From an optimization exercise on the open Yosys and OpenROAD flow, aimed at small area, a short achievable clock period and few clock cycles per item; shortcuts taken in it are not production practice.
RTL that was checked went through simulation tests only; none was proved equivalent to the original.

Design btc_sha256d, start of the top module:
module btc_sha256d(
    input clk,
    input rst_n,
    input start,
    input [639:0] header,
    output done,
    output [255:0] hash
    );
    localparam [31:0] IV0 = 32'h6a09e667, IV1 = 32'hbb67ae85,
                      IV2 = 32'h3c6ef372, IV3 = 32'ha54ff53a,
                      IV4 = 32'h510e527f, IV5 = 32'h9b05688c,
                      IV6 = 32'h1f83d9ab, IV7 = 32'h5be0cd19;
    function [31:0] kn;
        input [5:0] i;
        begin
            case (i)
                6'd0: kn = 32'h71374491; 6'd1: kn = 32'hb5c0fbcf; 6'd2: kn = 32'he9b5dba5; 6'd3: kn = 32'h3956c25b;
                6'd4: kn = 32'h59f111f1; 6'd5: kn = 32'h923f82a4; 6'd6: kn = 32'hab1c5ed5; 6'd7: kn = 32'hd807aa98;
                6'd8: kn = 32'h12835b01; 6'd9: kn = 32'h243185be; 6'd10: kn = 32'h550c7dc3; 6'd11: kn = 32'h72be5d74;
                6'd12: kn = 32'h80deb1fe; 6'd13: kn = 32'h9bdc06a7; 6'd14: kn = 32'hc19bf174; 6'd15: kn = 32'he49b69c1;
  ...
Size: about 7,200 cells after synthesis, about 1,100 flip-flops, ~56,000 um2 of cells after synthesis.
==> flow/config.mk <==
export PLATFORM = sky130hd
export DESIGN_NAME = btc_sha256d
export DESIGN_NICKNAME = btc_sha256d
export VERILOG_FILES = /design/flow/design.v
export SDC_FILE = /design/flow/constraint.sdc
export NUM_CORES = 8
export LEC_CHECK = 0
export ABC_AREA = 1
export CAP_MARGIN = 20
export CORE_MARGIN = 2
export CORE_UTILIZATION = 40
export CTS_CLUSTER_DIAMETER = 120
export CTS_CLUSTER_SIZE = 20
export SLEW_MARGIN = 20
==> flow/constraint.sdc <==
create_clock -name core_clock -period 12.0 [get_ports {clk}]
set_input_delay 2.4000 -clock core_clock [delete_from_list [all_inputs] [get_ports {clk}]]
set_output_delay 2.4000 -clock core_clock [all_outputs]
set_load 0.01 [all_outputs]
standard.sh (not shown) runs the stock make flow with config.mk's settings and CLKGATE_MAP_FILE= SYNTH_SCRIPT=/design/flow/synth_recipe.tcl, a recipe that flattens the netlist after the stock synthesis.
==> flow/flow/run.sh <==
#!/bin/bash
set -euo pipefail
MARGIN=${MARGIN:-7.75}
bash standard.sh \
  SETUP_SLACK_MARGIN=$MARGIN \
  "BUFFER_PORTS_ARGS=-buffer_cell sky130_fd_sc_hd__buf_1" \
  finish > flow_make.log 2>&1
Testbench counts at the start, summed over its fixed seeds: cycles 9,936, hashes 48.
Edit:
CORE_UTILIZATION = 45   (was 40)
Worst hold slack is better by 0.017 ns.
Clock skew stays flat.
Critical path depth falls by 3.
Setup slack gets worse by 0.053 ns.
Global-route usage is higher by 4.7 points.
Final area decreases by about 0.6%.
Via count rose by about 1.7%.
Edit:
PLACE_DENSITY = 0.65   (was not set)
- The changed run finished with timing, DRC and antenna clean
- first-iteration DRC count came out lower by roughly a tenth
- count of clock-buffer cells in the layout came out higher by 2
- maximum frequency is about the same
Edit:
--- a/flow/flow/run.sh
+++ b/flow/flow/run.sh
@@ -3 +3 @@
-MARGIN=${MARGIN:-7.75}
+MARGIN=${MARGIN:-7.25}
PLACE_DENSITY = not set   (was 0.65)
After rerunning: The new run finished clean. Non-clock buffer count falls by 78. Clock-buffer cell count goes down by 2. Core utilization is lower by 2.1 points. Die area is unchanged.

* * *

Setup of run A:
btc_sha256d, a different RTL version from the one above (not shown whole).
For scale: roughly 7200 cells after synthesis, roughly 1100 flip-flops, about 900 I/O pins.
==> flow/config.mk <==
export PLATFORM = sky130hd
export DESIGN_NAME = btc_sha256d
export DESIGN_NICKNAME = btc_sha256d
export VERILOG_FILES = /design/flow/design.v
export SDC_FILE = /design/flow/constraint.sdc
export NUM_CORES = 8
export LEC_CHECK = 0
export ABC_AREA = 1
export CAP_MARGIN = 20
export CORE_MARGIN = 2
export CORE_UTILIZATION = 45
export CTS_CLUSTER_DIAMETER = 120
export CTS_CLUSTER_SIZE = 20
export SLEW_MARGIN = 20
==> flow/constraint.sdc <==
create_clock -name core_clock -period 12.0 [get_ports {clk}]
set_input_delay 2.4000 -clock core_clock [delete_from_list [all_inputs] [get_ports {clk}]]
set_output_delay 2.4000 -clock core_clock [all_outputs]
set_load 0.01 [all_outputs]
==> flow/flow/run.sh <==
#!/bin/bash
set -euo pipefail
MARGIN=${MARGIN:-7}
bash standard.sh \
  SETUP_SLACK_MARGIN=$MARGIN \
  "BUFFER_PORTS_ARGS=-buffer_cell sky130_fd_sc_hd__buf_1" \
  finish > flow_make.log 2>&1
Testbench counts of run A, summed over its fixed seeds: cycles 9,936, hashes 48.
Input changes introduced in run B (baseline for comparison: run A):
Settings: a change of CTS_CLUSTER_SIZE from 20 to 24.
--- a/flow/flow/run.sh
+++ b/flow/flow/run.sh
@@ -3 +3 @@
-MARGIN=${MARGIN:-7}
+MARGIN=${MARGIN:-8}
Notes after the runs:
The lower post-detailed-route wirelength per cell of run A and run B is in run A. Between run A and run B, the flow reports routed wire length increasing by a few percent. Run A ended up with wv[493]$_DFF_P_ as its termination of the worst setup path; run B ended up with wv[505]$_DFF_P_. Final area was lower in run A than in run B. From run A to run B, flip-flop and latch count did not move at all. Looking at relative area of clock buffers and inverters in the final design, run B sits 0.72 points below run A. Final cell utilization of the core ended up 6.4 points higher on run B than on run A. Side by side, top achievable clock speed turned out higher in run B than in run A. Against run A, run B reports a area added between synthesis and finish that is higher.
### run B -> run C
Settings: clearing ABC_AREA, which used to be 1; putting PLACE_DENSITY at 0.75 where nothing was set.
--- a/flow/flow/run.sh
+++ b/flow/flow/run.sh
@@ -3 +3 @@
-MARGIN=${MARGIN:-8}
+MARGIN=${MARGIN:-7.5}
Findings:
Run C ended with every stage complete and zero timing, DRC or antenna violations.
Run B reached the final stage; the timing, design-rule and antenna checks on its layout passed.
The startpoint of the worst setup timing path comes out e[20]$_SDFFE_PP0P_ in one run and header[441] in the other, namely in run C and run B respectively.
Delta (run C minus run B): hold slack went down by 0.0092 ns, critical path depth went up 10, layout overhead on the synthesized area moved down, area taken by flip-flops and latches fell about 0.4%.
Looking at largest family of logic cells by synthesized area, the simple AND/OR/NAND/NOR gates result is from run B; the compound AO/OA/AOI/OAI gates one comes from run C.
Modified inputs, run D compared to run C
Settings: PLACE_DENSITY no longer set, was 0.75.
--- a/flow/flow/run.sh
+++ b/flow/flow/run.sh
@@ -3 +3 @@
-MARGIN=${MARGIN:-7.5}
+MARGIN=${MARGIN:-8.5}
Notes after the runs:
| post-cts hold buffer count | run D vs run C | ≈ equal |. Relative to run C, the count of instances resized after the clock tree is built of run D is higher by about 280%. Compared with run C, area used by sequential logic in the layout in run D increased by a few percent. Sequential share of cell area for run D is lower than for run C. Between run C and run D, portion of the layout cell area used by clock cells is higher for run C, run D comes in under that.
diff inputs: run D => run E
--- a/flow/flow/run.sh
+++ b/flow/flow/run.sh
@@ -3 +3 @@
-MARGIN=${MARGIN:-8.5}
+MARGIN=${MARGIN:-7}
### Flow results
- In the flow results for run D and run E, the number of DRC markers after the initial detailed-route iteration is larger on run E.
- The standard cells in run E occupy less silicon area than those in run D do.
- A cell with the largest stage delay on the worst path of sky130_fd_sc_hd__edfxtp_1 is what run E shows, while sky130_fd_sc_hd__fa_1 belongs to run D.
- Fraction of area in multi-input gates: run E vs run D up 1.6 points
diff inputs: run E => run F
Settings: swapping 45 for 38 in CORE_UTILIZATION.
--- a/flow/flow/run.sh
+++ b/flow/flow/run.sh
@@ -3 +3 @@
-MARGIN=${MARGIN:-7}
+MARGIN=${MARGIN:-7.5}
- Both conditions hold for run F: the flow ran to the end and the final layout passed the timing, design-rule and antenna checks.
- Sort run E and run F by area growth from synthesis to layout asc -> top: run E

* * *

btc_sha256d, a different RTL version from the one above (not shown whole).
Size in the first run: roughly 5200 cells after synthesis, ~900 I/O pins, roughly 51000 µm² of cells after synthesis.
Settings: LEC_CHECK=0, CAP_MARGIN=20, CORE_MARGIN=2, CORE_UTILIZATION=40, SETUP_SLACK_MARGIN=5, SLEW_MARGIN=20; clock period 12.0 ns.
run.sh (not shown) runs the stock make flow with config.mk's settings and CLKGATE_MAP_FILE= SYNTH_SCRIPT=/design/flow/synth_recipe.tcl, a recipe that flattens the netlist after the stock synthesis.
Stock flow here: none of the scripts above is used.
Then changed:
==> flow/flow/run.sh (new file) <==
#!/bin/bash
set -euo pipefail
MARGIN=${MARGIN:-7}
bash standard.sh \
  SETUP_SLACK_MARGIN=$MARGIN \
  "BUFFER_PORTS_ARGS=-buffer_cell sky130_fd_sc_hd__buf_1" \
  finish > flow_make.log 2>&1
==> flow/standard.sh (new file) <==
#!/bin/bash
# synth_recipe.tcl (not shown) runs the flow's synth.tcl, then flattens the netlist and writes it again
# the make line also repeats each setting of config.mk as NAME=value (left out here)
make -C /OpenROAD-flow-scripts/flow DESIGN_CONFIG=/design/flow/config.mk WORK_HOME=/design/flow/orfs CLKGATE_MAP_FILE= SYNTH_SCRIPT=/design/flow/synth_recipe.tcl "${@:-finish}"
Settings changed: CORE_UTILIZATION 40 to 45, SETUP_SLACK_MARGIN 5 to default.
removed: flow/run.sh
Result: Register-to-register slack is better by 1.4 ns; utilization goes up by 3.1 points; design area goes down by 6.2%; global-route usage goes up by 5.2 points; via count goes up by 2.1%; wire length goes down by 1.4%; clock skew goes down by 0.024 ns; worst setup slack is better by 1.4 ns; non-clock buffer count goes up by 35.
Then changed:
==> flow/run.sh (new file) <==
#!/bin/bash
# synth_recipe.tcl (not shown) runs the flow's synth.tcl, then flattens the netlist and writes it again
# the make line also repeats each setting of config.mk as NAME=value (left out here)
make -C /OpenROAD-flow-scripts/flow DESIGN_CONFIG=/design/flow/config.mk WORK_HOME=/design/flow/orfs CLKGATE_MAP_FILE= SYNTH_SCRIPT=/design/flow/synth_recipe.tcl finish
Settings changed: CORE_UTILIZATION 45 to 65, SETUP_SLACK_MARGIN from default to 5.
removed: flow/flow/run.sh
removed: flow/standard.sh
This time the run aborted during global routing (5_1_grt) (GRT-0116).
Area after synthesis is unchanged.
Synthesized cell count stays the same.
No functional check of the RTL was part of any run of this note.

==> port drivers added, routing unchanged <==
The results above use ideal ports. As a check the final layouts listed here were re-extracted and re-timed, cells and wires unchanged. Step 1: set_driving_cell puts a clkbuf_16 on clk and a buf_2 on each other input, an assumption about the parent block. Step 2 adds t to the input delays and takes it off the output delays; t is the mean of the earliest and latest rising clock arrival at the registers after step 1. Input paths then give back, and output paths get back, about the clock's delay inside the block. Three values: no drivers, after step 1, after step 2; two values: the first two.
| run | t, ns | setup slack, ns | worst setup path after step 2 | worst data-port slew with drivers (ns) | pins driven straight from the clock port |
|---|---|---|---|---|---|
| the first run of note 1 | 0.791 | 7.680 / 7.680 / 7.006 | input to register | 0.28 | 1 |
| the second run of note 1 | 0.774 | 7.627 / 7.624 / 6.996 | input to register | 0.32 | 1 |
| the third run of note 1 | 0.811 | 7.639 / 7.639 / 6.959 | input to register | 0.18 | 1 |
| the fourth run of note 1 | 0.772 | 7.173 / 7.173 / 6.808 | input to register | 0.30 | 1 |
| run A | 0.766 | 6.737 / 6.773 / 6.006 | input to register | 0.17 | 1 |
| run B | 0.809 | 7.510 / 7.520 / 6.752 | input to register | 0.23 | 1 |
| run C | 0.815 | 7.147 / 7.147 / 6.632 | input to register | 0.30 | 1 |
| run D | 0.819 | 7.093 / 7.093 / 6.709 | input to register | 0.44 | 1 |
| run E | 0.805 | 6.958 / 6.958 / 6.863 | input to register | 0.42 | 1 |
| run F | 0.814 | 7.307 / 7.307 / 6.678 | input to register | 0.38 | 1 |
| the first run of note 3 | 0.837 | 5.486 / 5.486 / 5.144 | input to register | 0.45 | 1 |
| the second run of note 3 | 0.816 | 6.915 / 6.921 / 6.115 | input to register | 0.34 | 1 |
After both steps setup and hold are still met in every run listed. The setup slack of the second run of note 3, which loses most, moves by +0.006 ns with the drivers and by -0.800 ns with both steps.
